Context: an optimization exercise on an open-source flow, tuned for small area. The choices shown serve that exercise and are no tape-out recipe.
At most, simulation tests tie the RTL to the original design; equivalence was not proved.
The RTL of runs 3 to 5 was laid out without a check of its function.
Power and IR drop assume default switching activity.

==> flow/design.v <==
module uart_core
#(
	parameter DATA_BITS=8
	,parameter BAUD_BITS=16
	,parameter ERR_BITS=2
	,parameter UART_ADDR_BITS=8
	,parameter UART_DATA_BITS=32
)
(
	input wire clk  
	,input wire nRst  
	,input wire [UART_ADDR_BITS-1:0] addrIn  
	,input wire [UART_DATA_BITS-1:0] dataIn  
	,output wire [UART_DATA_BITS-1:0] dataOut  
	,input wire wr  
	,input wire valid  
	,output wire ready  
	,output wire irq  
	,output reg uartTxLine  
	,input wire uartRxLine  
);
	wire a00=(addrIn==8'h00);
	wire a04=(addrIn==8'h04);
	wire a08=(addrIn==8'h08);
	wire a0C=(addrIn==8'h0C);
	wire a10=(addrIn==8'h10);
	wire a14=(addrIn==8'h14);
	wire a18=(addrIn==8'h18);
	wire a1C=(addrIn==8'h1C);
	wire a24=(addrIn==8'h24);
	wire aOther=~(a00|a04|a08|a0C|a10|a14|a18|a1C|a24);
	wire wv=valid&wr;
	reg [7:0] txData;	 
	reg txStart;
	reg enTx;
	reg enRx;
	reg testMode;
	reg cfgParity;
	reg cfgStop;
	reg cfgOs;
	reg [15:1] cfgDiv;
	reg rstTxIn,rstTxD,rstTx;
	reg rstRxIn,rstRxD,rstRx;
	reg [7:0] intMask;
	reg [3:0] intClr;
	reg txBusyIntr;
	reg [7:0] dOut;
	reg [3:0] intPend;
	localparam TX_IDLE=4'd14;
	reg [3:0] txc;
	reg txPar;
	wire txBusy=(txc!=TX_IDLE);
	wire txBusyAll=txBusy|txStart;
	localparam RX_IDLE=4'd15;
	reg [3:0] rxc;
	reg [7:0] rxData;
	reg rxPar;
	reg rxR1,rxR2;
	reg rxOsStart;
	reg [1:0] rxErr;
	wire rxBusy=(rxc!=RX_IDLE);
	wire rxReady=rxR1^rxR2;
	assign ready=1'b1;
	assign dataOut={24'd0,dOut};
	assign irq=|intPend;
	wire txWrite=wv&a00&enTx;
	always @(posedge clk)
		if(txWrite&~txBusyAll)
			txData<=dataIn[7:0];
	always @(posedge clk)
	begin
		rstTxD<=rstTxIn;
		rstRxD<=rstRxIn;
		txBusyIntr<=txWrite&txBusyAll;
		intClr<=(wv&a24)? dataIn[3:0]:4'd0;
		if(wv&a08&~(txBusy|rxBusy))
		begin
			cfgOs<=dataIn[16];
			cfgParity<=dataIn[17];
			cfgStop<=dataIn[18];
		end
	end
	always @(posedge clk,negedge nRst)
	begin
		if(~nRst)
		begin
			txStart<=0;
			enTx<=0;
			enRx<=0;
			testMode<=0;
			cfgDiv<=0;
			rstTxIn<=0;
			rstTx<=1;
			rstRxIn<=0;
			rstRx<=1;
			intMask<=0;
			dOut<=0;
			intPend<=0;
		end
		else
		begin
			rstTx<=rstTxIn&~rstTxD;
			rstRx<=rstRxIn&~rstRxD;
			if(txWrite&~txBusyAll)
				txStart<=1;
			else if(txBusy)
				txStart<=0;
			intPend<=(~intClr)&(intPend|(intMask[3:0]&{txBusyIntr,rxErr,rxReady}));
			if(wv&a08&~(txBusy|rxBusy))
				cfgDiv<=dataIn[15:1];
			if(wv&a0C)
			begin
				if(dataIn[0])
					enTx<=1;
				else if(~txBusy)
					enTx<=0;
				if(dataIn[1])
					enRx<=1;
				else if(~rxBusy)
					enRx<=0;
				testMode<=&dataIn[2:0];
			end
			if(wv&a10)
			begin
				rstTxIn<=~dataIn[0];
				rstRxIn<=~dataIn[1];
			end
			if(wv&a1C)
				intMask<=dataIn[7:0];
			if(valid)
			begin
				if(aOther)
					dOut<=8'd0;
				else if(~wr)
				begin
					if(a04&enRx)
						dOut<=rxData&{8{rxR1}};
					else if(a0C)
						dOut<={3'd0,testMode,rstRx,rstTx,enRx,enTx};
					else if(a14)
						dOut<={5'd0,rxReady,rxBusy,txBusyAll};
					else if(a18)
						dOut<={4'd0,intPend};
					else if(a1C)
						dOut<=intMask;
				end
			end
		end
	end
	reg [15:0] bCnt;
	reg bLevel;
	reg [3:0] bTx;
	wire [14:0] half=cfgDiv[15:1];
	wire [16:0] bInc={1'b0,bCnt}+17'd1;
	wire bWrap=(half!=15'd0)&(bInc>={2'b0,half});
	wire tickRx=bWrap&~bLevel;
	wire tickTx=tickRx&(cfgOs? (bTx==4'b0111):(bTx[2:0]==3'b011));
	always @(posedge clk,negedge nRst)
	begin
		if(~nRst)
		begin
			bCnt<=0;
			bLevel<=0;
			bTx<=0;
		end
		else
		begin
			if(bWrap)
			begin
				bCnt<=0;
				bLevel<=~bLevel;
			end
			else
				bCnt<=bInc[15:0];
			if(tickRx)
				bTx<=bTx+4'd1;
		end
	end
	wire txBit=txData[txc[2:0]];
	always @(posedge clk)
		if(tickTx)
		begin
			if(txc==4'd15)
				txPar<=cfgParity;
			else if(~txc[3])
				txPar<=txPar^txBit;
		end
	always @(posedge clk,negedge nRst)
	begin
		if(~nRst)
		begin
			txc<=TX_IDLE;
			uartTxLine<=1;
		end
		else if(rstTx)
		begin
			txc<=TX_IDLE;
			uartTxLine<=1;
		end
		else if(tickTx)
		begin
			case(txc)
				4'd14: begin
					uartTxLine<=1;
					if(txStart)
						txc<=4'd15;
				end
				4'd15: begin
					uartTxLine<=0;
					txc<=4'd0;
				end
				4'd8: begin
					uartTxLine<=txPar;
					txc<=4'd9;
				end
				4'd9: begin
					uartTxLine<=1;
					txc<=4'd10;
				end
				4'd10: begin
					txc<=cfgStop? 4'd11:TX_IDLE;
				end
				4'd11,4'd12,4'd13: begin
					txc<=TX_IDLE;
				end
				default: begin
					uartTxLine<=txBit;
					txc<=txc+4'd1;
				end
			endcase
		end
	end
	wire rxLine=testMode? uartTxLine:uartRxLine;
	reg [4:0] osCnt;
	reg osOp;		 
	reg osM0,osM1,osM2;
	reg osReady;
	reg osFirst;
	wire osActive=rxOsStart|osReady;
	wire sBit=(osM0&osM1)|(osM1&osM2)|(osM2&osM0);
	wire [4:0] smb=osFirst? (osOp? 5'd15:5'd7):(osOp? 5'd7:5'd3);
	wire osAtM1=(osCnt==smb-5'd1);
	wire osAtMid=(osCnt==smb);
	wire osAtP1=(osCnt==smb+5'd1);
	always @(posedge clk)
		if(tickRx)
			osOp<=cfgOs;
	always @(posedge clk)
		if(tickRx&osActive&osAtMid)
			osM1<=rxLine;
	always @(posedge clk)
	begin
		if(rstRx)
		begin
			osCnt<=0;
			osM0<=0;
			osM2<=0;
			osReady<=0;
			osFirst<=0;
		end
		else if(tickRx&osActive)
		begin
			if(osAtM1)
				osM0<=rxLine;
			if(osAtP1)
				osM2<=rxLine;
			if(osAtMid)
			begin
				osReady<=1;
				osCnt<=0;
				osFirst<=1;
			end
			else
			begin
				osReady<=0;
				osCnt<=osCnt+5'd1;
			end
		end
	end
	always @(posedge clk)
	begin
		if(rstRx)
		begin
			rxOsStart<=0;
			rxErr<=0;
		end
		else if(tickRx)
		begin
			if(rxc==RX_IDLE)
			begin
				if(~rxLine)
				begin
					rxOsStart<=1;
					if(osReady&~sBit)
						rxErr<=0;
				end
			end
			else if(rxc>=4'd10)
			begin
				if(rxPar)
					rxErr<=2'd1;
				else if(osReady&(rxc<(cfgStop? 4'd12:4'd11))&~sBit)
					rxErr<=2'd2;
			end
		end
	end
	always @(posedge clk)
		if(tickRx&osReady&(rxc<4'd8))
			rxData<={sBit,rxData[7:1]};
	always @(posedge clk)
		if(tickRx)
		begin
			if(rxc==RX_IDLE)
				rxPar<=0;
			else if(rxc==4'd9)
				rxPar<=rxPar^cfgParity;
			else if(osReady&(rxc<4'd9))
				rxPar<=rxPar^sBit;
		end
	always @(posedge clk,negedge nRst)
	begin
		if(~nRst)
		begin
			rxc<=RX_IDLE;
			rxR1<=0;
			rxR2<=0;
		end
		else if(rstRx)
		begin
			rxc<=RX_IDLE;
			rxR1<=0;
			rxR2<=0;
		end
		else if(tickRx)
		begin
			rxR2<=rxR1;
			if(rxc==RX_IDLE)
			begin
				if(~rxLine)
				begin
					if(osReady&~sBit)
					begin
						rxc<=4'd0;
						rxR1<=0;
						rxR2<=0;
					end
				end
			end
			else if(rxc<4'd9)
			begin
				if(osReady)
					rxc<=rxc+4'd1;
			end
			else if(rxc==4'd9)
				rxc<=4'd10;
			else
			begin
				if(rxPar)
				begin
					rxc<=RX_IDLE;
				end
				else if(osReady)
				begin
					if(rxc<(cfgStop? 4'd12:4'd11))
					begin
						if(sBit)
							rxc<=rxc+4'd1;
						else
							rxc<=RX_IDLE;
					end
					else
					begin
						rxR1<=1;
						rxc<=RX_IDLE;
					end
				end
			end
		end
	end
endmodule
==> flow/run.sh <==
#!/bin/bash
# synth_recipe.tcl (not shown) runs the flow's synth.tcl, then flattens the netlist and writes it again
# the make line also repeats each setting of config.mk as NAME=value (left out here)
make -C /OpenROAD-flow-scripts/flow DESIGN_CONFIG=/design/flow/config.mk WORK_HOME=/design/flow/orfs CLKGATE_MAP_FILE= SYNTH_SCRIPT=/design/flow/synth_recipe.tcl finish
==> flow/config.mk <==
export PLATFORM = sky130hd
export DESIGN_NAME = uart_core
export DESIGN_NICKNAME = uart_core
export VERILOG_FILES = /design/flow/design.v
export SDC_FILE = /design/flow/constraint.sdc
export NUM_CORES = 4
export LEC_CHECK = 0
export CAP_MARGIN = 20
export CORE_MARGIN = 2
export CORE_UTILIZATION = 40
export CTS_BUF_LIST = sky130_fd_sc_hd__clkbuf_8
export SLEW_MARGIN = 20
==> flow/constraint.sdc <==
create_clock -name core_clock -period 10.0 [get_ports {clk}]
set_input_delay 2.0000 -clock core_clock [delete_from_list [all_inputs] [get_ports {clk}]]
set_output_delay 2.0000 -clock core_clock [all_outputs]
set_load 0.01 [all_outputs]
==> results of run 1 <==
## power breakdown
part           internal, mW  switching, mW
combinational        0.0736         0.0886
clock                 0.259          0.196
sequential            0.512         0.0339
total                 0.844          0.319
## stage by stage
stage | area (um^2) | setup WS [ps] | instances | util, % | hold slack (ps)
final | 7154 | 5592 | 875 | 47.06 | 345.4
after global routing | 7154 | 5358 | 875 | 47.06 | 362.5
after CTS | 7149 | 5673 | 875 | 47.03 | 346.7
after detailed placement | 6731 | 5198 | 843 | 44.28 | 331.3
after global placement | 6731 | 5212 | 843 | 44.28 | 331.4
after floorplan | 6324 | 6080 | 652 | - | 327.3
## synth_stat cells (3+ instances only)
master | count | area (um^2)
sky130_fd_sc_hd__xor2_1 | 8 | 70.07
sky130_fd_sc_hd__buf_2 | 4 | 20.02
sky130_fd_sc_hd__a22oi_1 | 3 | 22.52
sky130_fd_sc_hd__o221ai_1 | 3 | 26.28
sky130_fd_sc_hd__buf_4 | 25 | 187.7
sky130_fd_sc_hd__and2_1 | 20 | 125.1
sky130_fd_sc_hd__a21o_1 | 3 | 22.52
sky130_fd_sc_hd__nor2_1 | 40 | 150.1
sky130_fd_sc_hd__or2_2 | 3 | 18.77
sky130_fd_sc_hd__a31oi_1 | 7 | 43.79
sky130_fd_sc_hd__a21oi_2 | 3 | 26.28
sky130_fd_sc_hd__mux2i_1 | 5 | 50.05
sky130_fd_sc_hd__or3_1 | 5 | 31.28
sky130_fd_sc_hd__nor4_1 | 6 | 37.54
sky130_fd_sc_hd__edfxtp_1 | 23 | 690.7
sky130_fd_sc_hd__o21ai_1 | 5 | 25.02
sky130_fd_sc_hd__nand3_1 | 21 | 105.1
sky130_fd_sc_hd__a211oi_1 | 5 | 37.54
sky130_fd_sc_hd__ha_1 | 33 | 412.9
sky130_fd_sc_hd__nand2_1 | 67 | 251.5
sky130_fd_sc_hd__dfrtp_1 | 65 | 1627
sky130_fd_sc_hd__mux2_2 | 13 | 146.4
sky130_fd_sc_hd__dfxtp_1 | 19 | 380.4
sky130_fd_sc_hd__nor3_1 | 16 | 80.08
sky130_fd_sc_hd__clkbuf_1 | 10 | 37.54
sky130_fd_sc_hd__o21a_1 | 3 | 22.52
sky130_fd_sc_hd__or4_1 | 3 | 22.52
sky130_fd_sc_hd__o21ai_0 | 37 | 185.2
sky130_fd_sc_hd__inv_1 | 37 | 138.9
sky130_fd_sc_hd__o211ai_1 | 6 | 45.04
sky130_fd_sc_hd__and3_1 | 12 | 75.07
sky130_fd_sc_hd__a22o_1 | 3 | 26.28
sky130_fd_sc_hd__a21oi_1 | 30 | 150.1
sky130_fd_sc_hd__nand4_1 | 7 | 43.79
sky130_fd_sc_hd__dfstp_2 | 10 | 262.8
sky130_fd_sc_hd__nand2b_1 | 5 | 31.28
sky130_fd_sc_hd__xnor2_1 | 14 | 122.6
sky130_fd_sc_hd__nor2b_1 | 5 | 31.28
## cell families after synthesis
kind of cell / count (synthesis) / share of synthesized area, %
other: 2 / 0.1204
AND/OR/NAND/NOR: 221 / 17.73
adder cells (fa/ha/maj): 34 / 6.780
flip-flops: 117 / 47.46
AO/OA/AOI/OAI: 135 / 14.50
XOR/XNOR: 22 / 3.089
buffers and inverters: 78 / 6.439
multiplexers: 20 / 3.872
## final timing paths
| path | start | end | slack (ps) | depth (start not counted) |
|---|---|---|---|---|
| worst max-delay path | addrIn[7] | dOut[3]$_DFFE_PN0P_ | 5590 | 7 |
| max in group asynchronous | nRst | bCnt[7]$_DFF_PN0_ | 7650 | 1 |
| worst min-delay path | rstTxD$_DFF_P_ | rstTx$_DFF_PN1_ | 350 | 1 |
| worst min register to register | rstTxD$_DFF_P_ | rstTx$_DFF_PN1_ | 350 | 1 |
| min in group asynchronous | nRst | dOut[6]$_DFFE_PN0P_ | 1680 | 1 |
| worst max register to register | bCnt[0]$_DFF_PN0_ | rxData[3]$_DFFE_PP_ | 6200 | 12 |
## sequential cells by signal, summed over array words and instances (netlist names), 2 cells and up
register	cells
bCnt	16
rxErr	2
osCnt	5
rxData	8
txData	8
intMask	8
intClr	4
dOut	8
rxc	4
cfgDiv	15
bTx	4
txc	4
intPend	4
## worst max-delay path, stage by stage
cell                              delay (ps)
sky130_fd_sc_hd__clkdlybuf4s50_1         450
sky130_fd_sc_hd__nor4b_1                 610
sky130_fd_sc_hd__nand3_1                 260
sky130_fd_sc_hd__nor2_1                  480
sky130_fd_sc_hd__mux2_2                  440
sky130_fd_sc_hd__a221o_1                 300
sky130_fd_sc_hd__a22o_1                  180
## per-layer routing
layer / track usage [%] / wire length (um) / up-vias
met5: 0 / 0 / -
met4: 6.010 / 184 / 0
met3: 4.865 / 675 / 18
met2: 27.82 / 6476 / 104
met1: 23.01 / 6334 / 2302
li1: - / - / 2292
## cell type report
| class | count | share of cell area, % |
|---|---|---|
| clock buffers | 19 | 3.655 |
| clock inverters | 13 | 2.186 |
| inverters | 38 | 2.029 |
| multi-input cells | 457 | 41.55 |
| flip-flops and latches | 117 | 41.38 |
| well taps | 188 | 3.288 |
| repair buffers | 43 | 5.911 |
==> summary.txt, run 1 <==
STA:
- Measured against its own limit, the worst slew margin works out to 34.91%.
- Based on the critical path, the design can be clocked at up to approximately 0.23 GHz.
- After routing, the total negative slack on setup checks comes to 0 ps.
- Setup repair after global routing left no endpoint under its margin.
- The number of endpoints failing setup at the final stage is 0.
- The worst clock skew is 10.21 ps.
- The slew at the pin with the worst max-slew slack is 976.4 ps.
- The worst path uses between 40% and 50% of the clock period.
- The worst path in the final design needs a cycle of around 4400 ps, including I/O delays and setup.
- The final-report max-slew violation count is 0.
- The final count of hold timing violations came to 0.

Floorplan:
- Measured along the x axis, the die boundary spans roughly 130 um.
- The boundary pin count is 80.
- The core outline area is ~15000 um^2.
- The area of the die is 16610 um^2.
- The chip height is ~130 um.
- The number of cell rows is between 40 and 50.
- The initial cell density of the core is 41.03%.

Layout:
- The area growth from synthesis to layout is 14.70%.
- Summing all multi-input logic gate instances after layout gives 2973 um^2.
- The fraction of final layout cells sized beyond drive strength 1 is 11.06%.
- The number of nets in the layout is ~750.
- The filler cells instantiated in the layout total approximately 1500.
- The most common library cell in the layout ignoring fill and taps is sky130_fd_sc_hd__nand2_1.
- The flip-flop and latch area is about 3000 um^2.
- The number of inserted diodes is 0.
- In the layout the commonest cells are 67 x sky130_fd_sc_hd__nand2_1, 65 x sky130_fd_sc_hd__dfrtp_1, 40 x sky130_fd_sc_hd__nor2_1, 40 x sky130_fd_sc_hd__clkdlybuf4s50_1, 38 x sky130_fd_sc_hd__inv_1.

Logic synthesis:
- Synthesis instantiated 73 different standard cells from the library.
- A synthesized cell averages just under 10 um^2.
- The primary flip-flop cell chosen by synthesis mapping is sky130_fd_sc_hd__dfrtp_1.
- The number of register bits inferred by synthesis is ~120.
- The instance count of the mapped netlist is ~630.
- Counting flops with a built-in enable in the synthesized netlist gives 23.
- The share of the Yosys chip area taken by registers is a little under half.
- For this run, the number of Yosys warnings is 1.
- The post-synthesis instance area is about 6200 um^2.
- The async set-or-reset flop fraction in the synthesized netlist is between 60% and 70%.

Place:
- Buffers placed on the I/O ports in this run total between 40 and 50.
- Detailed placement finished with a half-perimeter wire length of 10.18 mm.
- The congestion estimate from routability-driven global placement came to approximately 0.85.

Clocking:
- The clock edge transition at the registers on the reported setup and hold paths is 80 ps.
- The sink count of the clock tree is around 120.
- The clock passes through at most 2 buffers.
- Buffers inserted to repair hold after CTS numbered 0.
- The CTS buffer count is 17.
- The level count of the clock H-tree is 4.
- The root buffer cell is sky130_fd_sc_hd__clkbuf_8.
- TritonCTS built the clock tree.
- The later-pin clock latency in the skew report is 440 ps.
- After clock tree synthesis, the setup repair step added 0 buffers.
- The number of gates resized after CTS was 0.

Global route:
- The overall fraction of global-route tracks in use is 17.46%.
- After global routing the overflow that remains totals 0.
- The initial antenna violation count is 0.
- The via count of the first global-routing pass came to ~4500.
- Entering global routing, the biggest net connects 76 pins.
- The first-pass GRT wire length is 22.43 mm.

Drt:
- In the routed design, unresolved DRC markers number 0.
- The detailed router's first-iteration violation count is around 260.
- The routed wire length per instance is ~16 um.
- The detailed router placed 4716 vias in this run.
- The detail route stage leaves a number of antenna-violating nets equal to 0.
- Summed over all layers, the routed wires come to 13.67 mm.
- In the routed layout, each cell is associated on average with a via count of around 5.4.
- Before antenna repair, the detailed router went through 4 iterations.

Outcome:
- The flow ran to the end and the layout has no timing, DRC or antenna violations.

Hold path:
- The class of the worst hold path is reg -> reg.

Power:
- The total power of the final layout is around 1.2 mW.
- The largest vdd supply drop is ~0.10 mV.
- The areal power density over the cells is roughly 160 nW/um^2.
- The static power due to leakage is 3.034 nW.

Run:
- The max capacitance violation total is 0.

Setup path:
- The critical path class is in -> reg.
- For the worst setup path, the data required time is about 10000 ps.
- The type of element capturing the critical path is a register.
- The largest fanout of any net on the critical path is 6.
- The category of the worst setup path launch point is an input port.
- The data arrival time of the critical path is ~4700 ps.
==> inputs of run 2 (changes only) <==
--- a/flow/config.mk
+++ b/flow/config.mk
@@ -10,3 +10,2 @@
 export CORE_UTILIZATION = 40
-export CTS_BUF_LIST = sky130_fd_sc_hd__clkbuf_8
 export SLEW_MARGIN = 20
==> summary.txt, run 2 <==
Power:
- The part of the power in the clock network is 46.7% (+7.6 points).
- The static power due to leakage came to 3.126 nW (+3.0%).
- The largest vdd supply drop is 0.1230 mV (+20%).
- The share of total power consumed by net switching is 25.70% (-1.7 points).
- The net load switching power was 0.3431 mW (+7.6%).
- The areal power density over the cells is 181.3 nW/um^2 (+11%).
- The internal power of the cells was 0.9921 mW (+17%).
- The relative contribution of sequential cells to total power is 41.0% (-5.9 points).
- The power share of the combinational group came to 12.2% (-1.7 points).

Drt:
- The remaining antenna violation count is 0 (unchanged).
- The average vias per placed instance came to 5.388 (about the same).
- The detailed router's first-iteration violation count was 307 (+16%).
- The routed wire length per instance is 15.96 um (+2.2%).
- The first-pass iteration count of the detailed router came to 4 (unchanged).
- The remaining design rule violation count came to 0 (unchanged).
- The total wirelength of the detailed-routed design came to 13.98 mm (+2.3%).
- The vias after detailed routing came to 4720 (+0.085%).

Clocking:
- The post-CTS repair timing setup buffer count is 0 (unchanged).
- The maximum buffer depth of the clock tree is 2 (unchanged).
- The clock tree from TritonCTS is yes.
- The clock edge transition at the registers on the reported setup and hold paths was 60 ps (-20 ps).
- The number of gates resized after cts is 0 (unchanged).
- The level count of the clock H-tree is 4 (unchanged).
- The CTS buffer count is 17 (unchanged).
- In this run the clock root is driven by a sky130_fd_sc_hd__clkbuf_16.
- The hold buffer count at CTS is 0 (unchanged).
- The sink count of the clock tree is 117 (unchanged).
- The later-pin clock latency in the skew report was 420 ps (-20 ps).

Logic synthesis:
- The instance count of the mapped netlist is 629 (unchanged).
- The total number of yosys warnings is 1 (unchanged).
- The number of register bits inferred by synthesis was 117 (unchanged).
- The unique cell type count in the Yosys netlist came to 73 (unchanged).
- The number of synthesized flops with an enable pin came to 23 (unchanged).
- Of all cell types, the one taking the most synthesized area is sky130_fd_sc_hd__dfrtp_1.
- Counting instances in the post-synthesis netlist gives the leading cell types as 67 x sky130_fd_sc_hd__nand2_1, 65 x sky130_fd_sc_hd__dfrtp_1, 40 x sky130_fd_sc_hd__nor2_1.
- The post-synthesis area per instance is 9.916 um^2 (unchanged).
- Yosys attributes the largest share of cell area to sky130_fd_sc_hd__dfrtp_1 26%, sky130_fd_sc_hd__edfxtp_1 11%, sky130_fd_sc_hd__ha_1 6.6%.
- The post-synthesis instance area is 6237 um^2 (unchanged).
- The async set-or-reset flop fraction in the synthesized netlist is 64.10% (unchanged).
- For this run, the leading register cell type out of synthesis is sky130_fd_sc_hd__dfrtp_1.
- The sequential area share after synthesis is 47.46% (unchanged).
- The portion of synthesized cell area occupied by the leading cell type is 26.08% (unchanged).
- sky130_fd_sc_hd__nand2_1 is the most common cell in the netlist.

Layout:
- More flip-flops sit in one register than any other, and that register is bCnt.
- The non-filler instance count after layout is 876 (+0.11%).
- The flip-flop count of the largest register, all copies and words added was 16 (unchanged).
- The fraction of final layout cells sized beyond drive strength 1 was 11.19% (+0.13 points).
- The number of inserted diodes was 0 (unchanged).
- The largest registers in the layout are bCnt (16), cfgDiv (15).
- In the layout the commonest cells are 67 x sky130_fd_sc_hd__nand2_1, 65 x sky130_fd_sc_hd__dfrtp_1, 40 x sky130_fd_sc_hd__nor2_1, 40 x sky130_fd_sc_hd__clkdlybuf4s50_1.
- The number of nets in the layout is 753 (+0.13%).
- The post-route standard cell area excluding fillers is 7366 um^2 (+3.0%).
- The library cell used most frequently in the layout, excluding fill and tap cells, is sky130_fd_sc_hd__nand2_1.
- The area growth from synthesis to layout is 18.09%.

STA:
- The maximum clock rate is 0.2264 GHz (-0.22%).
- The final worst-path cycle share is 44.18% (+0.097 points).
- The worst clock skew came to 9.572 ps (-0.6351 ps).
- The worst relative slew slack came to 40.76% (+5.9 points).
- The time the final worst path needs with I/O delays and setup was 4418 ps (+9.660 ps).
- The final-report max-slew violation count was 0 (unchanged).
- The total negative slack is 0 ps (unchanged).
- Setup repair after global routing left no endpoint under its margin.
- The number of endpoints failing setup at the final stage is 0 (unchanged).
- The slew at the pin with the worst max-slew slack is 888.5 ps (-87.85 ps).
- The final count of hold timing violations was 0 (unchanged).

Floorplan:
- The boundary pin count is 80 (unchanged).
- The number of cell rows was 45 (unchanged).
- The initial cell density of the core is 41.03% (unchanged).
- The chip height is 128.9 um (unchanged).
- The area of the die came to 16610 um^2 (unchanged).
- The core outline area is 15200 um^2 (unchanged).
- The die span in x is 128.9 um (unchanged).

Setup path:
- The critical path goes through clkdlybuf4s50_1 -> nor4b_1 -> nand3_1 -> nor2_1 -> mux2_2 -> a221o_1 -> a22o_1.
- The maximum cell stage delay along the critical path was 610 ps (about the same).
- The largest fanout of any net on the critical path is 6 (unchanged).
- STA classifies the critical path startpoint as an input port.
- The worst setup path is captured at a register.
- The critical path class is in -> reg.
- The cell depth of the worst flop-to-flop path came to 12 (unchanged).
- The data required time of the worst path is 10300 ps (-30 ps).
- The slowest stage of the critical path is the sky130_fd_sc_hd__nor4b_1 cell.
- The data arrival time of the critical path is 4710 ps (-20 ps).

Run:
- The max capacitance violation total was 0 (unchanged).

Outcome:
- The run finished with no timing, DRC or antenna violations.

Place:
- The weighted congestion reported at the end of routability-driven placement is 0.8500 (unchanged).
- The number of placed instances with taps included came to 843 (unchanged).
- The HPWL after detailed placement is 10.18 mm (unchanged).
- The instance area after placement is 6731 um^2 (unchanged).
- The count of input and output buffers is 41 (unchanged).

Global route:
- The first-pass GRT wire length is 22.80 mm (+1.6%).
- The via count of the first global-routing pass came to 4606 (+1.3%).
- The initial antenna violation count is 0 (unchanged).
- The largest net degree at the start of global routing came to 76 (unchanged).
- The overall fraction of global-route tracks in use is 17.74% (+0.28 points).
- The overall overflow remaining after global route is 0 (unchanged).

Hold path:
- In this run the worst hold path is classified as reg -> reg.
- The number of cells traversed by the worst hold path is 1 (unchanged).
[run 2: routing by layer]
metal | GRT usage (%) | up-vias | routed length [um]
li1 | - | 2288 | -
met1 | 23.17 | 2322 | 6441
met2 | 28.73 | 98 | 6674
met3 | 4.532 | 12 | 676
met4 | 6.266 | 0 | 189
met5 | 0 | - | 0
[run 2: cells by family (layout without fill, tap and decap cells)]
kind of cell             Yosys count  after routing  share of synthesized area, %
AO/OA/AOI/OAI                    135            135                         14.50
XOR/XNOR                          22             22                         3.089
adder cells (fa/ha/maj)           34             34                         6.780
buffers and inverters             78            114                         6.439
flip-flops                       117            117                         47.46
multiplexers                      20             20                         3.872
other                              2             25                        0.1204
AND/OR/NAND/NOR                  221            221                         17.73
[run 2: path summary, 6_finish.rpt]
check / end / startpoint / slack [ps]
worst max-delay path: dOut[3]$_DFFE_PN0P_ / addrIn[7] / 5580
worst max register to register: rxData[0]$_DFFE_PP_ / bCnt[0]$_DFF_PN0_ / 6200
max in group asynchronous: bCnt[6]$_DFF_PN0_ / nRst / 7870
worst min register to register: rstTx$_DFF_PN1_ / rstTxD$_DFF_P_ / 340
worst min-delay path: rstTx$_DFF_PN1_ / rstTxD$_DFF_P_ / 340
min in group asynchronous: dOut[7]$_DFFE_PN0P_ / nRst / 1540
[run 2: metrics by stage]
| stage | util, % | setup WS (ps) | total power, mW | hold WS, ps |
|---|---|---|---|---|
| 2_1_floorplan | - | 6080 | 0.6652 | 327.3 |
| 3_3_place_gp | 44.28 | 5212 | 0.7151 | 331.4 |
| 3_5_place_dp | 44.28 | 5198 | 0.7177 | 331.3 |
| 4_1_cts | 48.29 | 5623 | 1.342 | 343.8 |
| 5_1_grt | 48.45 | 5336 | 1.391 | 359.0 |
| 6_report | 48.45 | 5582 | 1.335 | 341.1 |
[run 2: power by group through the flow]
stage               sequential [mW]  clock (mW)  combinational, mW
floorplan                     0.537           0              0.128
global placement              0.555           0              0.160
detailed placement            0.555           0              0.163
CTS                           0.547       0.631              0.163
global route                  0.552       0.655              0.183
finish                        0.548       0.624              0.164
[run 2: cell type report]
type / instances / area (um^2)
multi-input combinational: 457 / 2973
tap: 188 / 235.2
sequential: 117 / 2960
fill: 1401 / 7836
inverter: 38 / 145.1
timing repair buffer: 44 / 442.9
clock inverter: 12 / 152.6
clock buffer: 20 / 456.7
[run 2: critical path: cells and delay by family]
kind	cells	cell delay (ps)
AOI/OAI and AO/OA	2	480
buffers and inverters	1	450
muxes	1	440
and+or+nand+nor	3	1330
==> inputs of run 3 (changes only) <==
--- a/flow/design.v
+++ b/flow/design.v
@@ -153,4 +153,3 @@
 	wire [14:0] half=cfgDiv[15:1];
-	wire [16:0] bInc={1'b0,bCnt}+17'd1;
-	wire bWrap=(half!=15'd0)&(bInc>={2'b0,half});
+	wire bWrap=(half!=15'd0)&({1'b0,bCnt}>={2'b0,half}-17'd1);
 	wire tickRx=bWrap&~bLevel;
@@ -173,3 +172,3 @@
 			else
-				bCnt<=bInc[15:0];
+				bCnt<=bCnt+16'd1;
 			if(tickRx)
==> summary.txt, run 3 <==
Setup path:
- The largest fanout of any net on the critical path is 24 (+18).
- In this run the critical register-to-register path is captured at rxData[0]$_DFFE_PP_.
- The reg2reg setup slack was 5650 ps (-550 ps).
- The total number of cells along the worst setup path was 12 (+5).
- The critical path goes through or4_4 -> nor3_4 -> nand2_1 -> nor4_1 -> xnor2_1 -> ha_1 -> nand2_1 -> nor3_1 -> o2111ai_4 -> o211ai_4 -> nand2_4 -> nor3_2.
- The maximum cell stage delay along the critical path was 600 ps (about the same).
- The critical path class is reg -> reg.
- The data arrival time of the critical path is 4400 ps (-310 ps).
- The startpoint identified for the worst register-to-register timing path is cfgDiv[5]$_DFFE_PN0P_.
- The worst path buffer plus inverter count came to 0 (-1).
- Counting stages on the worst path, the most repeated cell is sky130_fd_sc_hd__nand2_1.
- The slowest cell on the critical path is sky130_fd_sc_hd__or4_4.
- The cell depth of the worst flop-to-flop path is 12 (unchanged).
- STA classifies the critical path endpoint as a register.
- The cell family contributing the most delay on the critical path is simple AND/OR/NAND/NOR gates.
- The data required time of the worst path came to 10050 ps (-250 ps).
- The worst setup path is launched from a register.

Clocking:
- The root buffer cell is sky130_fd_sc_hd__clkbuf_16.
- The hold buffer count at CTS is 0 (unchanged).
- The CTS buffer count was 17 (unchanged).
- The clock edge transition at the registers on the reported setup and hold paths came to 60 ps (about the same).
- TritonCTS built the clock tree.
- The number of gates resized after cts is 0 (unchanged).
- The later-pin clock latency in the skew report is 420 ps (about the same).
- The post-CTS repair timing setup buffer count is 0 (unchanged).
- The maximum buffer depth of the clock tree is 2 (unchanged).
- The sink count of the clock tree is 117 (unchanged).
- The level count of the clock H-tree is 4 (unchanged).

Hold path:
- The hold-critical path endpoint is rstRx$_DFF_PN1_.
- The source of the worst hold timing path is rstRxD$_DFF_P_.
- The class of the worst hold path is reg -> reg.
- The number of cells traversed by the worst hold path is 1 (unchanged).

Place:
- The weighted congestion reported at the end of routability-driven placement is 0.8898 (+4.7%).
- The HPWL after detailed placement is 11.02 mm (+8.2%).
- The instance area after placement was 7189 um^2 (+6.8%).
- The count of input and output buffers is 41 (unchanged).

Logic synthesis:
- The post-synthesis instance area is 6719 um^2 (+7.7%).
- Among all flip-flop cells after synthesis, the most frequent one is sky130_fd_sc_hd__dfrtp_1.
- The unique cell type count in the Yosys netlist is 82 (+12%).
- Yosys attributes the largest share of cell area to sky130_fd_sc_hd__dfrtp_1 24%, sky130_fd_sc_hd__edfxtp_1 10%, sky130_fd_sc_hd__ha_1 6.9%.
- The async set-or-reset flop fraction in the synthesized netlist was 64.10% (unchanged).
- The number of register bits inferred by synthesis is 117 (unchanged).
- The largest total area in the synthesized netlist belongs to sky130_fd_sc_hd__dfrtp_1.
- The commonest cells after synthesis are 65 x sky130_fd_sc_hd__dfrtp_1, 54 x sky130_fd_sc_hd__nor2_1, 53 x sky130_fd_sc_hd__nand2_1.
- The total number of yosys warnings came to 1 (unchanged).
- The portion of synthesized cell area occupied by the leading cell type came to 24.21% (-1.9 points).
- The instance count of the mapped netlist is 657 (+4.5%).
- The number of synthesized flops with an enable pin is 23 (unchanged).
- The post-synthesis area per instance is 10.23 um^2 (+3.1%).
- Among all cell types in the netlist, the one instantiated most often is sky130_fd_sc_hd__dfrtp_1.
- The sequential area share after synthesis came to 44.06% (-3.4 points).

STA:
- The number of endpoints failing setup at the final stage came to 0 (unchanged).
- The final-report max-slew violation count is 0 (unchanged).
- The final count of hold timing violations was 0 (unchanged).
- The total negative slack is 0 ps (unchanged).
- The time the final worst path needs with I/O delays and setup is 4354 ps (-64.29 ps).
- The post-route worst hold slack is 341.4 ps (+0.3210 ps).
- The worst clock skew is 6.577 ps (-2.995 ps).
- The worst relative slew slack came to 32.17% (-8.6 points).
- Setup repair after global routing left no endpoint under its margin.
- The maximum clock rate is 0.2297 GHz (+1.5%).
- The final worst-path cycle share is 43.54% (-0.64 points).
- The slew at the pin with the worst max-slew slack is 1009 ps (+120.4 ps).

Layout:
- Leaving out fill and tap cells, the most frequent cells in the layout are 65 x sky130_fd_sc_hd__dfrtp_1, 54 x sky130_fd_sc_hd__nor2_1, 53 x sky130_fd_sc_hd__nand2_1, 40 x sky130_fd_sc_hd__clkdlybuf4s50_1, 37 x sky130_fd_sc_hd__ha_1.
- The fraction of final layout cells sized beyond drive strength 1 is 13.52% (+2.3 points).
- The count of filler cells inserted in the layout is 1511 (+7.9%).
- The area of the multi-input gates is 3440 um^2 (+16%).
- The number of nets in the layout came to 779 (+3.5%).
- The flip-flop count of the largest register, all copies and words added was 16 (unchanged).
- The flip-flop and latch area came to 2960 um^2 (unchanged).
- The post-route standard cell area excluding fillers is 7836 um^2 (+6.4%).
- The largest register by flop count is bCnt.
- The number of inserted diodes is 0 (unchanged).
- The final design utilization was 47.42% (-1.0 points).
- Compared with the post-synthesis result, the final layout area differs by 16.63%.
- The most common library cell in the layout ignoring fill and taps is sky130_fd_sc_hd__dfrtp_1.
- The largest registers in the layout are bCnt (16), cfgDiv (15).

Global route:
- The initial antenna violation count was 0 (unchanged).
- The overall overflow remaining after global route was 0 (unchanged).
- The largest net degree at the start of global routing is 76 (unchanged).
- The first-pass GRT wire length is 25.45 mm (+12%).
- The via count of the first global-routing pass is 5020 (+9.0%).
- The overall fraction of global-route tracks in use was 18.13% (+0.39 points).

Drt:
- The average vias per placed instance is 5.459 (+1.3%).
- The remaining antenna violation count was 0 (unchanged).
- The detailed router's first-iteration violation count was 358 (+17%).
- The first-pass iteration count of the detailed router was 5 (+1).
- The vias after detailed routing was 5077 (+7.6%).
- The routed wire length per instance is 16.61 um (+4.1%).
- The total wirelength of the detailed-routed design is 15.45 mm (+11%).
- The remaining design rule violation count is 0 (unchanged).

Power:
- The total power of the final layout is 1.333 mW (-0.20%).
- The static power due to leakage is 3.369 nW (+7.8%).
- The largest vdd supply drop is 0.1138 mV (-7.5%).
- The areal power density over the cells is 170.1 nW/um^2 (-6.2%).

Floorplan:
- The core outline area is 16520 um^2 (+8.7%).
- The number of cell rows is 47 (+4.4%).
- The die span in x is 133.6 um (+3.7%).
- The chip height is 133.6 um (+3.7%).
- The boundary pin count was 80 (unchanged).
- The initial cell density of the core came to 40.66% (-0.37 points).
- The area of the die was 17850 um^2 (+7.5%).

Run:
- The max capacitance violation total is 0 (unchanged).

Outcome:
- The flow ran to the end and the layout has no timing, DRC or antenna violations.
-- run 3: cell types whose count changed after synthesis, sizes merged, moves of 7 or more --
cell / before / now
o21ai: 44 / 30
a21oi: 33 / 26
nor2: 40 / 56
nand2: 67 / 54
mux2: 13 / 26
and2: 20 / 8
xor2: 8 / 15
inv: 38 / 29
nand3: 21 / 29
-- run 3: worst max path at each step --
stage	start	endpoint	slack [ps]
floorplan	cfgDiv[5]$_DFFE_PN0P_	rxData[0]$_DFFE_PP_	6180
global placement	addrIn[5]	dOut[1]$_DFFE_PN0P_	5310
detailed placement	cfgDiv[5]$_DFFE_PN0P_	rxData[0]$_DFFE_PP_	5260
CTS	cfgDiv[5]$_DFFE_PN0P_	rxData[0]$_DFFE_PP_	5250
global route	cfgDiv[5]$_DFFE_PN0P_	rxData[3]$_DFFE_PP_	5290
finish	cfgDiv[5]$_DFFE_PN0P_	rxData[0]$_DFFE_PP_	5650
-- run 3: cell type report --
class	count	area share, %
Clock buffer	22	6.882
Clock inverter	10	1.309
Inverter	29	1.421
Multi-Input combinational cell	491	43.89
Sequential cell	117	37.78
Tap cell	220	3.513
Timing Repair Buffer	41	5.205
-- run 3: metrics by stage --
stage,setup WS [ps],cells
global placement,5311,898
detailed placement,5259,898
global route,5288,930
floorplan,6181,680
finish,5646,930
CTS,5251,930
-- run 3: worst register-to-register path, delay by kind of cell, from the launching register on --
kind	cells	cell delay [ps]
adders and majority gates	1	300
and+or+nand+nor	8	2540
AOI/OAI and AO/OA	2	580
DFF	1	440
xor gates and xnor gates	1	120
-- run 3: power by group --
group | internal (mW) | leakage [nW] | total, mW | switching (mW)
registers | 0.507 | 1.35 | 0.530 | 0.0231
logic | 0.0636 | 1.71 | 0.162 | 0.0981
clock network | 0.411 | 0.310 | 0.641 | 0.230
-- run 3: cells by family after synthesis --
logic type               after synthesis  share of synthesized area [%]
flip-flops                           117                          44.06
AND/OR/NAND/NOR                      233                          18.08
XOR/XNOR                              35                          4.562
adder cells (fa/ha/maj)               38                          7.039
multiplexers                          37                          6.425
AO/OA/AOI/OAI                        123                          13.52
other                                  2                         0.1118
buffers and inverters                 72                          6.201
-- run 3: routing by layer --
layer / up-vias / global-route usage, % / wire (um)
met4: 0 / 6.619 / 256
met1: 2466 / 24.88 / 7217
met3: 24 / 3.919 / 774
li1: 2426 / - / -
met2: 161 / 28.32 / 7201
met5: - / 0 / 0
==> inputs of run 4 (changes only) <==
--- a/flow/config.mk
+++ b/flow/config.mk
@@ -7,2 +7,3 @@
 export LEC_CHECK = 0
+export ABC_AREA = 1
 export CAP_MARGIN = 20
@@ -10,2 +11,5 @@
 export CORE_UTILIZATION = 40
+export CTS_BUF_LIST = sky130_fd_sc_hd__clkbuf_4
+export CTS_CLUSTER_DIAMETER = 100
+export CTS_CLUSTER_SIZE = 30
 export SLEW_MARGIN = 20
==> summary.txt, run 4 <==
Outcome:
- The run finished with no timing, DRC or antenna violations.

Logic synthesis:
- The sequential area share after synthesis is 43.70% (-0.36 points).
- The async set-or-reset flop fraction in the synthesized netlist came to 64.10% (unchanged).
- The instance count of the mapped netlist was 861 (+31%).
- The number of register bits inferred by synthesis is 117 (unchanged).
- The portion of synthesized cell area occupied by the leading cell type is 24.01% (-0.20 points).
- Sorting the synthesized cells by area gives the leading types as sky130_fd_sc_hd__dfrtp_1 24%, sky130_fd_sc_hd__nand2_1 12%, sky130_fd_sc_hd__edfxtp_1 10%.
- Ranked by instance count, the synthesized netlist is headed by 220 x sky130_fd_sc_hd__nand2_1, 104 x sky130_fd_sc_hd__inv_1, 92 x sky130_fd_sc_hd__nor2_1.
- The cell with the most instances after synthesis is sky130_fd_sc_hd__nand2_1.
- The number of synthesized flops with an enable pin was 23 (unchanged).
- The post-synthesis instance area is 6774 um^2 (+0.82%).
- The total number of yosys warnings is 1 (unchanged).
- Among all flip-flop cells after synthesis, the most frequent one is sky130_fd_sc_hd__dfrtp_1.
- The library cell with the largest summed area after synthesis is sky130_fd_sc_hd__dfrtp_1.
- The unique cell type count in the Yosys netlist is 50 (-39%).
- The post-synthesis area per instance is 7.868 um^2 (-23%).

Clocking:
- The hold buffer count at CTS is 0 (unchanged).
- The later-pin clock latency in the skew report is 540 ps (+120 ps).
- The maximum buffer depth of the clock tree was 2 (unchanged).
- The CTS buffer count was 17 (unchanged).
- The number of gates resized after cts is 0 (unchanged).
- The level count of the clock H-tree is 4 (unchanged).
- The clock edge transition at the registers on the reported setup and hold paths is 100 ps (+40 ps).
- The root buffer cell chosen for the clock tree is sky130_fd_sc_hd__clkbuf_4.
- The post-CTS repair timing setup buffer count came to 0 (unchanged).
- The sink count of the clock tree is 117 (unchanged).
- The clock tree from TritonCTS is yes.

STA:
- The worst clock skew is 24.20 ps (+17.63 ps).
- The worst relative slew slack is 31.11% (-1.1 points).
- The number of endpoints failing setup at the final stage is 0 (unchanged).
- The final count of hold timing violations is 0 (unchanged).
- The final worst-path setup slack was 5808 ps (+161.3 ps).
- Setup repair after global routing left no endpoint under its margin.
- The final worst-path cycle share is 41.92% (-1.6 points).
- The time the final worst path needs with I/O delays and setup is 4192 ps (-161.3 ps).
- The final-report max-slew violation count came to 0 (unchanged).
- The total negative slack is 0 ps (unchanged).
- The maximum clock rate is 0.2385 GHz (+3.8%).
- The slew at the pin with the worst max-slew slack was 1025 ps (+16.43 ps).

Layout:
- In the layout the commonest cells are 220 x sky130_fd_sc_hd__nand2_1, 104 x sky130_fd_sc_hd__inv_1, 92 x sky130_fd_sc_hd__nor2_1, 65 x sky130_fd_sc_hd__dfrtp_1, 61 x sky130_fd_sc_hd__nand3_1.
- The number of nets in the layout came to 990 (+27%).
- Compared with the post-synthesis result, the final layout area differs by 12.17%.
- The most common library cell in the layout ignoring fill and taps is sky130_fd_sc_hd__nand2_1.
- The fraction of final layout cells sized beyond drive strength 1 is 7.709% (-5.8 points).
- The largest registers in the layout are bCnt (16), cfgDiv (15).
- The largest register by flop count is bCnt.
- The final design utilization is 45.82% (-1.6 points).
- The non-filler instance count after layout came to 1141 (+23%).
- The post-route standard cell area excluding fillers is 7599 um^2 (-3.0%).
- The number of inserted diodes is 0 (unchanged).
- The flip-flop count of the largest register, all copies and words added is 16 (unchanged).

Hold path:
- The source of the worst hold timing path is rstTxD$_DFF_P_.
- In this run the worst hold path is classified as reg -> reg.

Drt:
- The first-pass iteration count of the detailed router is 5 (unchanged).
- The remaining design rule violation count was 0 (unchanged).
- The detailed router's first-iteration violation count is 369 (+3.1%).
- The total wirelength of the detailed-routed design is 14.71 mm (-4.8%).
- The remaining antenna violation count is 0 (unchanged).
- The average vias per placed instance came to 4.772 (-13%).
- The routed wire length per instance is 12.89 um (-22%).
- The vias after detailed routing is 5445 (+7.2%).

Floorplan:
- The number of cell rows is 47 (unchanged).
- The die span in x came to 134.1 um (+0.40%).
- The core outline area came to 16580 um^2 (+0.36%).
- The chip height is 134.1 um (+0.40%).
- The boundary pin count is 80 (unchanged).
- The area of the die is 17990 um^2 (+0.79%).
- The initial cell density of the core is 40.85% (+0.19 points).

Place:
- The HPWL after detailed placement is 10.89 mm (-1.2%).
- The number of placed instances with taps included is 1109 (+23%).
- The worst setup slack before clock tree synthesis is 5347 ps (+88.00 ps).
- The count of input and output buffers was 41 (unchanged).
- The instance area after placement is 7302 um^2 (+1.6%).
- The weighted congestion reported at the end of routability-driven placement is 0.8611 (-3.2%).

Setup path:
- The worst setup path is captured at a register.
- The critical path is of the reg -> reg type.
- The data arrival time of the critical path came to 4350 ps (-50 ps).
- The launching point of the worst reg2reg path is cfgDiv[1]$_DFFE_PN0P_.
- The critical path starts at cfgDiv[1]$_DFFE_PN0P_.
- The category of the worst setup path launch point is a register.
- The largest fanout of any net on the critical path is 11 (-54%).
- The data required time of the worst path was 10160 ps (+110 ps).

Global route:
- The overall fraction of global-route tracks in use came to 17.49% (-0.64 points).
- The first-pass GRT wire length came to 24.92 mm (-2.1%).
- The via count of the first global-routing pass came to 5232 (+4.2%).
- The overall overflow remaining after global route is 0 (unchanged).
- The largest net degree at the start of global routing is 76 (unchanged).
- The initial antenna violation count came to 0 (unchanged).

Power:
- The largest vdd supply drop is 0.08863 mV (-22%).
- The areal power density over the cells is 138.5 nW/um^2 (-19%).
- The static power due to leakage was 3.765 nW (+12%).

Run:
- The max capacitance violation total is 0 (unchanged).
## run 4: cell count changes after synthesis, sizes merged, moves of 8 or more
cell	delta
and2	-8
nand2	+170
nor2	+45
nor3	-9
mux2	-26
nand3	+35
o21ai	+24
inv	+79
xnor2	-10
mux2i	-9
and3	-8
## run 4: critical path: stages, from the launching register on
cell and delay, ps:
sky130_fd_sc_hd__dfrtp_1 400, sky130_fd_sc_hd__inv_1 140, sky130_fd_sc_hd__ha_1 210, sky130_fd_sc_hd__nand2_1 100, sky130_fd_sc_hd__nor2_1 180, sky130_fd_sc_hd__inv_1 80, sky130_fd_sc_hd__nor2_1 210, sky130_fd_sc_hd__nand2_1 130
sky130_fd_sc_hd__o21ai_0 200, sky130_fd_sc_hd__inv_1 60, sky130_fd_sc_hd__a31oi_1 150, sky130_fd_sc_hd__ha_1 160, sky130_fd_sc_hd__nand2_1 70, sky130_fd_sc_hd__nor2_1 120, sky130_fd_sc_hd__nand2_1 100, sky130_fd_sc_hd__nor2_1 100
sky130_fd_sc_hd__nor2_1 60, sky130_fd_sc_hd__nand3_2 110, sky130_fd_sc_hd__nand3_2 320, sky130_fd_sc_hd__nor3_1 900
## run 4: metrics by stage
step                total power [mW]  hold slack [ps]
detailed placement            0.7033            334.2
floorplan                     0.6503            326.8
global placement              0.7027            329.0
finish                         1.052            344.1
global route                   1.109            354.4
CTS                            1.064            348.0
## run 4: final timing paths
kind | slack (ps) | depth (start not counted) | to
max reg2reg | 5810 | 19 | rxData[0]$_DFFE_PP_
max | 5810 | 19 | rxData[0]$_DFFE_PP_
min reg2reg | 340 | 1 | rstTx$_DFF_PN1_
min in group asynchronous | 1480 | 1 | bCnt[2]$_DFF_PN0_
min | 340 | 1 | rstTx$_DFF_PN1_
max in group asynchronous | 8010 | 1 | intMask[0]$_DFFE_PN0P_
## run 4: cell families after synthesis
| group | share of synthesized area, % |
|---|---|
| adder cells (fa/ha/maj) | 6.982 |
| XOR/XNOR | 3.232 |
| AO/OA/AOI/OAI | 8.885 |
| flip-flops | 43.70 |
| buffers and inverters | 9.678 |
| AND/OR/NAND/NOR | 27.41 |
| other | 0.1109 |
## run 4: area by class of cell
type	instances	area [um^2]
clock buffers	20	150.1
clock inverters	12	137.6
fillers	1683	8985
inverters	109	414.1
multi-input cells	622	3249
flip-flops and latches	117	2960
well taps	220	275.3
repair buffers	41	411.6
## run 4: routing by layer
metal	share of wire, %	vias up	track usage, %
li1	-	2830	-
met3	3.6	20	3.779
met4	1.4	0	5.673
met2	44	94	27.38
met5	0	-	0
met1	51	2501	24.25
## run 4: report_power, final
part	total, mW	internal, mW	switching, mW
registers	0.540	0.512	0.0281
clock network	0.358	0.178	0.180
logic	0.154	0.0632	0.0906
==> inputs of run 5 (changes only) <==
--- a/flow/design.v
+++ b/flow/design.v
@@ -69,15 +69,2 @@
 			txData<=dataIn[7:0];
-	always @(posedge clk)
-	begin
-		rstTxD<=rstTxIn;
-		rstRxD<=rstRxIn;
-		txBusyIntr<=txWrite&txBusyAll;
-		intClr<=(wv&a24)? dataIn[3:0]:4'd0;
-		if(wv&a08&~(txBusy|rxBusy))
-		begin
-			cfgOs<=dataIn[16];
-			cfgParity<=dataIn[17];
-			cfgStop<=dataIn[18];
-		end
-	end
 	always @(posedge clk,negedge nRst)
@@ -90,8 +77,15 @@
 			testMode<=0;
+			cfgParity<=0;
+			cfgStop<=0;
+			cfgOs<=0;
 			cfgDiv<=0;
 			rstTxIn<=0;
+			rstTxD<=0;
 			rstTx<=1;
 			rstRxIn<=0;
+			rstRxD<=0;
 			rstRx<=1;
 			intMask<=0;
+			intClr<=0;
+			txBusyIntr<=0;
 			dOut<=0;
@@ -101,2 +95,4 @@
 		begin
+			rstTxD<=rstTxIn;
+			rstRxD<=rstRxIn;
 			rstTx<=rstTxIn&~rstTxD;
@@ -107,5 +103,12 @@
 				txStart<=0;
+			txBusyIntr<=txWrite&txBusyAll;
+			intClr<=(wv&a24)? dataIn[3:0]:4'd0;
 			intPend<=(~intClr)&(intPend|(intMask[3:0]&{txBusyIntr,rxErr,rxReady}));
 			if(wv&a08&~(txBusy|rxBusy))
+			begin
 				cfgDiv<=dataIn[15:1];
+				cfgOs<=dataIn[16];
+				cfgParity<=dataIn[17];
+				cfgStop<=dataIn[18];
+			end
 			if(wv&a0C)
@@ -249,5 +252,13 @@
 			osM1<=rxLine;
-	always @(posedge clk)
+	always @(posedge clk,negedge nRst)
 	begin
-		if(rstRx)
+		if(~nRst)
+		begin
+			osCnt<=0;
+			osM0<=0;
+			osM2<=0;
+			osReady<=0;
+			osFirst<=0;
+		end
+		else if(rstRx)
 		begin
@@ -279,29 +290,2 @@
 	always @(posedge clk)
-	begin
-		if(rstRx)
-		begin
-			rxOsStart<=0;
-			rxErr<=0;
-		end
-		else if(tickRx)
-		begin
-			if(rxc==RX_IDLE)
-			begin
-				if(~rxLine)
-				begin
-					rxOsStart<=1;
-					if(osReady&~sBit)
-						rxErr<=0;
-				end
-			end
-			else if(rxc>=4'd10)
-			begin
-				if(rxPar)
-					rxErr<=2'd1;
-				else if(osReady&(rxc<(cfgStop? 4'd12:4'd11))&~sBit)
-					rxErr<=2'd2;
-			end
-		end
-	end
-	always @(posedge clk)
 		if(tickRx&osReady&(rxc<4'd8))
@@ -325,2 +309,4 @@
 			rxR2<=0;
+			rxOsStart<=0;
+			rxErr<=0;
 		end
@@ -331,2 +317,4 @@
 			rxR2<=0;
+			rxOsStart<=0;
+			rxErr<=0;
 		end
@@ -339,2 +327,3 @@
 				begin
+					rxOsStart<=1;
 					if(osReady&~sBit)
@@ -342,2 +331,3 @@
 						rxc<=4'd0;
+						rxErr<=0;
 						rxR1<=0;
@@ -358,2 +348,3 @@
 				begin
+					rxErr<=2'd1;
 					rxc<=RX_IDLE;
@@ -367,3 +358,6 @@
 						else
+						begin
+							rxErr<=2'd2;
 							rxc<=RX_IDLE;
+						end
 					end
--- a/flow/config.mk
+++ b/flow/config.mk
@@ -7,3 +7,2 @@
 export LEC_CHECK = 0
-export ABC_AREA = 1
 export CAP_MARGIN = 20
@@ -11,5 +10,2 @@
 export CORE_UTILIZATION = 40
-export CTS_BUF_LIST = sky130_fd_sc_hd__clkbuf_4
-export CTS_CLUSTER_DIAMETER = 100
-export CTS_CLUSTER_SIZE = 30
 export SLEW_MARGIN = 20
==> summary.txt, run 5 <==
Place:
- The number of placed instances with taps included is 899 (-19%).
- The count of input and output buffers is 41 (unchanged).
- The HPWL after detailed placement is 11.22 mm (+3.0%).
- The weighted congestion reported at the end of routability-driven placement came to 0.8688 (+0.89%).
- The instance area after placement is 7166 um^2 (-1.9%).

Drt:
- The remaining antenna violation count is 0 (unchanged).
- The detailed router's first-iteration violation count was 422 (+14%).
- The remaining design rule violation count is 0 (unchanged).
- The routed wire length per instance came to 16.35 um (+27%).
- The vias after detailed routing is 5097 (-6.4%).
- The first-pass iteration count of the detailed router is 5 (unchanged).
- The total wirelength of the detailed-routed design is 15.24 mm (+3.6%).
- The average vias per placed instance was 5.469 (+15%).

STA:
- The slew at the pin with the worst max-slew slack is 1022 ps (-2.918 ps).
- The maximum clock rate was 0.2048 GHz (-14%).
- The final-report max-slew violation count is 0 (unchanged).
- Setup repair after global routing left no endpoint under its margin.
- The total negative slack is 0 ps (unchanged).
- The final count of hold timing violations is 0 (unchanged).
- The worst clock skew came to 7.725 ps (-16.48 ps).
- The final worst-path cycle share is 48.82% (+6.9 points).
- The number of endpoints failing setup at the final stage is 0 (unchanged).
- The worst relative slew slack is 31.63% (+0.52 points).
- The time the final worst path needs with I/O delays and setup is 4882 ps (+689.4 ps).

Setup path:
- The category of the worst setup path launch point is a register.
- Traced cell by cell, the critical path runs through nor4_1 -> nor2b_4 -> nand3_1 -> nor4_1 -> xnor2_1 -> ha_1 -> nand4_1 -> or4_1 -> a21o_1 -> nand4_1 -> nand2_2 -> inv_1 -> and3_1.
- The end point of the critical path is rxData[5]$_DFFE_PP_.
- The reg2reg setup slack is 5120 ps (-690 ps).
- In this run the critical register-to-register path is launched from cfgDiv[5]$_DFFE_PN0P_.
- The worst setup path is of the reg -> reg kind.
- The data arrival time of the critical path is 4950 ps (+600 ps).
- The worst register-to-register path ends at rxData[5]$_DFFE_PP_.
- On the critical path, the stage with the largest delay is an instance of sky130_fd_sc_hd__nand4_1.
- The total number of cells along the worst setup path is 13 (-6).
- The type of element capturing the critical path is a register.
- The data required time of the worst path is 10070 ps (-90 ps).
- The cell depth of the worst flop-to-flop path is 13 (-6).
- The worst path buffer plus inverter count is 1 (-2).
- The maximum cell stage delay along the critical path is 710 ps (-190 ps).
- The largest fanout of any net on the critical path is 20 (+9).
- The first element of the critical path is cfgDiv[5]$_DFFE_PN0P_.
- The dominant delay contributor by cell family on the critical path is simple AND/OR/NAND/NOR gates.

Logic synthesis:
- The compound-gate portion of the synthesized area is 12.15% (+3.3 points).
- The synthesized-area fraction occupied by and/or/nand/nor cells was 17.13% (-10 points).
- By area the synthesized netlist is led by sky130_fd_sc_hd__dfrtp_1 33%, sky130_fd_sc_hd__edfxtp_1 9.0%, sky130_fd_sc_hd__ha_1 6.7%.
- The post-synthesis xor/xnor area fraction is 4.719% (+1.5 points).
- The post-synthesis area per instance is 10.05 um^2 (+28%).
- The post-synthesis instance area came to 6681 um^2 (-1.4%).
- The instance count of the mapped netlist is 665 (-23%).
- The primary flip-flop cell chosen by synthesis mapping is sky130_fd_sc_hd__dfrtp_1.
- The biggest area contributor in the post-synthesis netlist is sky130_fd_sc_hd__dfrtp_1.
- The number of synthesized flops with an enable pin is 20 (-13%).
- The number of register bits inferred by synthesis came to 117 (unchanged).
- The unique cell type count in the Yosys netlist is 72 (+44%).
- The async set-or-reset flop fraction in the synthesized netlist is 82.91% (+19 points).
- The main combinational cell family by area after synthesis is simple AND/OR/NAND/NOR gates.
- The cell with the most instances after synthesis is sky130_fd_sc_hd__dfrtp_1.
- The total number of yosys warnings is 1 (unchanged).
- The portion of synthesized cell area occupied by the leading cell type is 32.58% (+8.6 points).
- Counting instances in the post-synthesis netlist gives the leading cell types as 87 x sky130_fd_sc_hd__dfrtp_1, 56 x sky130_fd_sc_hd__nor2_1, 42 x sky130_fd_sc_hd__nand2_1.
- The sequential area share after synthesis came to 45.51% (+1.8 points).
- The fraction of synthesized area in multiplexers is 6.873% (+6.9 points).
- The adder and majority cell fraction of the synthesized area is 6.891% (-0.091 points).

Clocking:
- CTS placed an instance of sky130_fd_sc_hd__clkbuf_16 at the clock tree root.
- The CTS buffer count is 17 (unchanged).
- The clock tree from TritonCTS is yes.
- The later-pin clock latency in the skew report came to 420 ps (-120 ps).
- The post-CTS repair timing setup buffer count came to 0 (unchanged).
- The sink count of the clock tree came to 117 (unchanged).
- The hold buffer count at CTS was 0 (unchanged).
- The clock edge transition at the registers on the reported setup and hold paths is 50 ps (-50 ps).
- The maximum buffer depth of the clock tree is 2 (unchanged).
- The number of gates resized after cts was 0 (unchanged).
- The level count of the clock H-tree is 4 (unchanged).

Layout:
- The flip-flop count of the largest register, all copies and words added was 16 (unchanged).
- The largest registers in the layout are bCnt (16), cfgDiv (15).
- In the layout the commonest cells are 87 x sky130_fd_sc_hd__dfrtp_1, 56 x sky130_fd_sc_hd__nor2_1, 42 x sky130_fd_sc_hd__nand2_1, 40 x sky130_fd_sc_hd__clkdlybuf4s50_1, 36 x sky130_fd_sc_hd__ha_1.
- The number of inserted diodes is 0 (unchanged).
- The library cell used most frequently in the layout, excluding fill and tap cells, is sky130_fd_sc_hd__dfrtp_1.
- The count of filler cells inserted in the layout is 1503 (-11%).
- The number of nets in the layout is 780 (-21%).
- The fraction of final layout cells sized beyond drive strength 1 was 12.36% (+4.7 points).
- The non-filler instance count after layout is 932 (-18%).
- The post-route standard cell area excluding fillers is 7762 um^2 (+2.2%).
- The area growth from synthesis to layout is 16.18%.
- bCnt holds more flip-flops than any other register.

Floorplan:
- The chip height is 133.2 um (-0.67%).
- The die span in x is 133.2 um (-0.67%).
- The number of cell rows is 47 (unchanged).
- The core outline area is 16470 um^2 (-0.71%).
- The boundary pin count is 80 (unchanged).
- The initial cell density of the core came to 40.58% (-0.27 points).
- The area of the die is 17750 um^2 (-1.3%).

Power:
- The largest vdd supply drop is 0.1539 mV (+74%).
- The total power of the final layout is 1.666 mW (+58%).
- The areal power density over the cells is 214.6 nW/um^2 (+55%).
- The static power due to leakage is 3.391 nW (-9.9%).

Run:
- The max capacitance violation total came to 0 (unchanged).

Hold path:
- The class of the worst hold path is reg -> reg.

Global route:
- The largest net degree at the start of global routing came to 71 (-6.6%).
- The overall fraction of global-route tracks in use is 18.22% (+0.73 points).
- The overall overflow remaining after global route is 0 (unchanged).
- The initial antenna violation count is 0 (unchanged).
- The first-pass GRT wire length is 25.67 mm (+3.0%).
- The via count of the first global-routing pass came to 4985 (-4.7%).

Outcome:
- The flow ran to the end and the layout has no timing, DRC or antenna violations.
run 5: cell types whose count changed after synthesis, moves of 9 or more:
cell,previous run,this run
sky130_fd_sc_hd__nand2_1,220,42
sky130_fd_sc_hd__inv_1,104,35
sky130_fd_sc_hd__nor2_1,92,56
sky130_fd_sc_hd__nand3_1,61,29
sky130_fd_sc_hd__mux2_2,0,27
sky130_fd_sc_hd__o21ai_0,52,28
sky130_fd_sc_hd__dfrtp_1,65,87
sky130_fd_sc_hd__dfxtp_1,19,0
sky130_fd_sc_hd__clkbuf_1,6,19
sky130_fd_sc_hd__mux2i_1,0,11
sky130_fd_sc_hd__nor3_1,10,21
sky130_fd_sc_hd__xnor2_1,10,21
sky130_fd_sc_hd__nor4_1,1,11
sky130_fd_sc_hd__and2_1,0,9
run 5: worst min-delay path by stage:
| stage | start | slack [ps] | depth (start not counted) | to |
|---|---|---|---|---|
| global route | rstTxD$_DFF_PN0_ | 360 | 1 | rstTx$_DFF_PN1_ |
| CTS | rstTxD$_DFF_PN0_ | 350 | 1 | rstTx$_DFF_PN1_ |
| floorplan | rstRxD$_DFF_PN0_ | 340 | 1 | rstRx$_DFF_PN1_ |
| finish | rstTxD$_DFF_PN0_ | 350 | 1 | rstTx$_DFF_PN1_ |
| global placement | rstTxD$_DFF_PN0_ | 350 | 1 | rstTx$_DFF_PN1_ |
| detailed placement | rstTxD$_DFF_PN0_ | 350 | 1 | rstTx$_DFF_PN1_ |
run 5: layout make-up:
type                       count  area [um^2]  area share [%]
tap                          220        275.3           3.546
multi-input combinational    483         3302           42.54
sequential                   117         3040           39.17
clock buffer                  24        481.7           6.206
inverter                      36        135.1           1.741
timing repair buffer          44        430.4           5.545
clock inverter                 8        97.59           1.257
run 5: logic make-up (layout without fill, tap and decap cells):
| group | after synthesis | in the layout |
|---|---|---|
| muxes | 40 | 40 |
| DFF | 117 | 117 |
| buffers and inverters | 88 | 112 |
| other | 2 | 25 |
| and+or+nand+nor | 224 | 224 |
| xor gates and xnor gates | 36 | 36 |
| AOI/OAI and AO/OA | 121 | 121 |
| adders and majority gates | 37 | 37 |
run 5: layer usage:
layer  vias to the layer above  part of all wire, %  GRT usage [%]
li1                       2422                    -              -
met5                         -                    0              0
met3                        17                  4.9          4.642
met4                         0                  1.1          4.965
met2                       144                   49          29.98
met1                      2514                   45          23.99
run 5: where the power goes:
group / switching (mW) / internal [mW] / leakage, nW / total (mW)
clock network: 0.211 / 0.385 / 0.285 / 0.596
logic: 0.283 / 0.176 / 1.67 / 0.459
registers: 0.0642 / 0.546 / 1.44 / 0.610
total: 0.559 / 1.11 / 3.39 / 1.67
run 5: stage by stage:
step	util (%)	setup slack, ps	hold WS (ps)
floorplan	-	6182	339.3
global placement	43.52	5225	348.1
detailed placement	43.52	5125	345.0
CTS	47.04	5082	347.1
global route	47.14	4559	360.4
finish	47.14	5118	348.7

## separate check: timing with driven ports
The results above use ideal ports. As a check the final layouts listed here were re-extracted and re-timed, cells and wires unchanged.
Step 1 (the two cells are an assumption about what drives the block):
set clk [get_ports {clk}]
set_driving_cell -lib_cell sky130_fd_sc_hd__clkbuf_16 $clk
set_driving_cell -lib_cell sky130_fd_sc_hd__buf_2 [delete_from_list [all_inputs] $clk]
Step 2, shift: input delay + t, output delay - t, t = (earliest + latest rising clock arrival at the registers) / 2. This alone moves slack from input paths to output paths.
Three values: ideal ports, drivers, drivers and shift; two values: the first two.
| run | shift t [ns] | slack for setup (ns) | worst register clock-pin slew, ns |
|---|---|---|---|
| run 1 | 0.470 | 5.592 / 5.604 / 5.134 | 0.08 / 0.08 |
| run 2 | 0.451 | 5.582 / 5.599 / 5.149 | 0.06 / 0.06 |
| run 3 | 0.456 | 5.646 / 5.646 / 5.337 | 0.06 / 0.06 |
| run 4 | 0.567 | 5.808 / 5.808 / 5.384 | 0.12 / 0.12 |
| run 5 | 0.459 | 5.118 / 5.118 / 5.118 | 0.05 / 0.05 |
After both steps setup and hold are still met in every run listed. The setup slack of run 1, which loses most, moves by +0.012 ns with the drivers and by -0.458 ns with both steps.
